Context: an optimization exercise on an open-source flow, tuned for small area and a short achievable clock period. The choices shown serve that exercise and are no tape-out recipe.
Only simulation tests tie the RTL to the original design; equivalence was not proved.
Power is estimated from default activity; no workload was simulated.

Setup of run 1:
==> flow/design.v (excerpt) <==
module datapath (
   input logic clk,
   input logic reset,
   input logic [DP_CTRL-1:0] microinst,
   output logic n,
   output logic z,
   input logic [BYTE-1:0] mem_in,
   output logic [NBITS-1:0] mem_addr,
   output logic [BYTE-1:0] mem_out,
   output logic we);
   logic [1:0] sh;
   logic [5:0] alu;
   logic [8:0] wc;
   logic [2:0] mem;
   logic [3:0] bs;
   assign {sh, alu, wc, mem, bs} = microinst;
   logic [1:0] f;
   logic ena, enb, inva, inc;
   assign {f, ena, enb, inva, inc} = alu;
   logic fetch, rd, wr;
   assign {wr, rd, fetch} = mem;
   logic [31:0] mar, mdr, pc, sp, lv, cpp, tos, opc, h;
   logic [7:0]  mbr;
   logic s_mdr, s_pc, s_mbru, s_mbrs, s_sp, s_lv, s_cpp, s_tos, s_opc;
   assign s_mdr  = enb & (bs == 4'd0);
   assign s_pc   = enb & (bs == 4'd1);
   assign s_mbru = enb & (bs == 4'd2);
   assign s_mbrs = enb & (bs == 4'd3);
   assign s_sp   = enb & (bs == 4'd4);
   assign s_lv   = enb & (bs == 4'd5);
   assign s_cpp  = enb & (bs == 4'd6);
   assign s_tos  = enb & (bs == 4'd7);
   assign s_opc  = enb & (bs == 4'd8);
   logic [31:0] bb, aa;
   assign bb = ({32{s_mdr}} & mdr) | ({32{s_pc}} & pc) | ({32{s_sp}} & sp) |
               ({32{s_lv}} & lv) | ({32{s_cpp}} & cpp) | ({32{s_tos}} & tos) |
               ({32{s_opc}} & opc) |
               {{24{s_mbrs & mbr[7]}}, {8{s_mbru | s_mbrs}} & mbr};
   assign aa = ({32{ena}} & h) ^ {32{inva}};
   logic [31:0] g, p, sum, y;
   assign g = aa & bb;
  ...
For scale: roughly 290 flip-flops, ~77 I/O pins, roughly 15000 um2 of cells after synthesis.
Settings: LEC_CHECK=0, CAP_MARGIN=20, CORE_MARGIN=2, CORE_UTILIZATION=60, CTS_BUF_LIST=sky130_fd_sc_hd__clkbuf_8, CTS_CLUSTER_SIZE=30, GPL_TIMING_DRIVEN=0, SETUP_SLACK_MARGIN=3, SLEW_MARGIN=20; clock period 9.0 ns.
standard.sh (not shown) runs the stock make flow with config.mk's settings and CLKGATE_MAP_FILE= SYNTH_SCRIPT=/design/flow/synth_recipe.tcl, a recipe that flattens the netlist after the stock synthesis.
==> flow/flow/run.sh <==
#!/bin/bash
# Layout flow: the standard ORFS flow with a synthesis script that maps the
# logic with its own ABC script (same flip-flops and names as the standard
# synthesis) and small port buffers. Each tool's output goes to a log here.
set -euo pipefail
here=$(pwd)
{
  echo 'proc synth {args} { yosys synth -nofsm -noshare {*}$args }'
  echo "proc abc {args} {"
  echo '  set i [lsearch -exact $args -script]'
  echo "  if {\$i >= 0} { set args [lreplace \$args \$i [expr {\$i+1}] -script $here/flow/abc.script] }"
  echo '  yosys abc {*}$args'
  echo '}'
  tail -n +2 synth_recipe.tcl
} > flow_synth.tcl
sed "s#SYNTH_SCRIPT=[^ ]*#SYNTH_SCRIPT=$here/flow_synth.tcl#" standard.sh > flow_standard.sh
export BUFFER_PORTS_ARGS="-buffer_cell sky130_fd_sc_hd__buf_1"
bash flow_standard.sh > flow_make.log 2>&1
==> flow/flow/abc.script <==
strash
dch
map -a
topo
buffer -c
upsize -c
dnsize -c
stime -c
Changes in run 2 relative to run 1:
- changing CORE_UTILIZATION from 60 to 50
--- a/flow/flow/run.sh
+++ b/flow/flow/run.sh
@@ -1,5 +1,6 @@
 #!/bin/bash
-# Layout flow: the standard ORFS flow with a synthesis script that maps the
-# logic with its own ABC script (same flip-flops and names as the standard
-# synthesis) and small port buffers. Each tool's output goes to a log here.
+# Layout flow: the standard ORFS flow, with a synthesis script that maps the
+# logic with its own ABC script (flow/abc.script) and without Yosys's full-adder
+# extraction (flow/synth_pre.tcl), keeping the standard flip-flops and names,
+# and with small port buffers. Each tool's output goes to a log here.
 set -euo pipefail
@@ -8,3 +9,3 @@
   echo 'proc synth {args} { yosys synth -nofsm -noshare {*}$args }'
-  echo "proc abc {args} {"
+  echo 'proc abc {args} {'
   echo '  set i [lsearch -exact $args -script]'
@@ -13,2 +14,3 @@
   echo '}'
+  if [[ -f flow/synth_pre.tcl ]]; then echo "source $here/flow/synth_pre.tcl"; fi
   tail -n +2 synth_recipe.tcl
==> flow/flow/abc.script <==
strash
dch
map -a
topo
stime -c
==> flow/flow/synth_pre.tcl (new file) <==
set ::env(ADDER_MAP_FILE) {}
Results
- Clock period minus final worst setup slack, run 2 and run 1, lower one = run 1.
- NOTE count of placed standard cells including taps run 1->run 2 increased by a few percent
- When run 2 is set beside run 1, its slew at the pin with the worst max-slew slack turns out to be 310 ps larger.
- On power density of the placed cells, run 2 and run 1 are basically level.
- Summary: via count, run 2 worse than run 1
- Run 1 → run 2: global routing met2 resource utilization was more or less identical; insertion delay of the later-clocked pin in the worst-skew pair held steady; design area increased by 340 um2 relative to the old numbers.
Edits applied to the flow inputs when going from run 2 to run 3:
- CTS_CLUSTER_SIZE: 30 -> 12
- SETUP_SLACK_MARGIN: 3 -> 4
- CTS_CLUSTER_DIAMETER: unset -> 60
- TNS_END_PERCENT: unset -> 0
--- a/flow/flow/run.sh
+++ b/flow/flow/run.sh
@@ -4,3 +4,5 @@
 # extraction (flow/synth_pre.tcl), keeping the standard flip-flops and names,
-# and with small port buffers. Each tool's output goes to a log here.
+# with plain buf_2 port buffers, and with ORFS power recovery (downsizing of
+# gates off the critical paths) after global routing. Each tool's output goes
+# to a log here.
 set -euo pipefail
@@ -18,3 +20,4 @@
 sed "s#SYNTH_SCRIPT=[^ ]*#SYNTH_SCRIPT=$here/flow_synth.tcl#" standard.sh > flow_standard.sh
-export BUFFER_PORTS_ARGS="-buffer_cell sky130_fd_sc_hd__buf_1"
-bash flow_standard.sh > flow_make.log 2>&1
+export RECOVER_POWER=50
+export BUFFER_PORTS_ARGS="-buffer_cell sky130_fd_sc_hd__buf_2"
+bash flow_standard.sh "$@" > flow_make.log 2>&1
==> flow/flow/abc.script <==
strash
dch
map -B 0.9
topo
stime -c
buffer -c
upsize -c
dnsize -c
### Flow results
Finished, but not clean: run 3, with capacitance limit, slew limit. Run 3 vs. run 2: clock tree buffer count of the final layout decreased 18, post-synthesis instance area up 1300 um2, critical path data arrival time dropped 1020 ps, non-clock buffer contribution to total cell area now smaller. Min mean area per synthesized cell across run 3 and run 2: run 3. Power: run 3 draws less than run 2. Relative to run 2, layout overhead on the synthesized area has decreased by 16 points in run 3. Relative to run 2, final area has decreased by about 3.7% in run 3.
Setup changes, run 3 to run 4
- ABC_AREA: unset -> 1
==> flow/flow/run.sh <==
#!/bin/bash
# Layout flow: the standard ORFS flow (standard.sh, unchanged synthesis),
# with plain buf_2 cells as the port buffers instead of the delay cells
# buffer_ports picks by default. make's full output goes to flow_make.log here.
set -euo pipefail
export BUFFER_PORTS_ARGS="-buffer_cell sky130_fd_sc_hd__buf_2"
bash standard.sh "$@" > flow_make.log 2>&1
removed: flow/flow/abc.script
removed: flow/flow/synth_pre.tcl
--- outcome ---
Going from run 3 to run 4, die area picked up an extra about 5%, post-layout instance count excluding filler cells picked up an extra about 4%, mean instance size in the synthesized netlist picked up an extra 0.051 um2, final critical path time including I/O delays and setup lost 6.7 ps.
After detailed routing, run 3 needs less wire than run 4.
Against run 3, run 4 reports a unique cell type count in the Yosys netlist that is lower.
Summary — synthesized cell count, run 4 relative to run 3: higher, by 69.
Both conditions hold for run 4: the flow ran to the end and the final layout passed the timing, DRC and antenna checks.
In terms of post-route clock period utilization, run 4 and run 3 differ only marginally.

==> what the ideal ports hide <==
Ports are ideal in the flow. The routed layouts listed here were re-timed in OpenROAD.
Step 1: set_driving_cell puts a clkbuf_16 on clk and a buf_2 on each other input, an assumption about the parent block.
Step 2 also shifts input and output timing later by t, the mid clock arrival at the registers, as if the neighbouring blocks saw the same clock.
Three values: ideal, step 1, step 2; two values: the first two.
| run | t (ns) | setup slack, ns | hold WS [ns] | clock arrival spread, ns |
|---|---|---|---|---|
| run 1 | 0.590 | 2.055 / 2.034 / 2.034 | 1.335 / 1.335 / 1.335 | 0.026 / 0.026 |
| run 2 | 0.607 | 1.760 / 1.701 / 1.642 | 1.218 / 1.218 / 1.218 | 0.029 / 0.029 |
| run 3 | 0.655 | 2.777 / 2.727 / 2.727 | 1.131 / 1.131 / 1.131 | 0.016 / 0.015 |
| run 4 | 0.633 | 2.783 / 2.718 / 2.328 | 1.290 / 1.290 / 1.290 | 0.021 / 0.020 |
For run 4, which loses most, drivers alone change the setup slack by -0.065 ns; drivers and shift together by -0.455 ns.
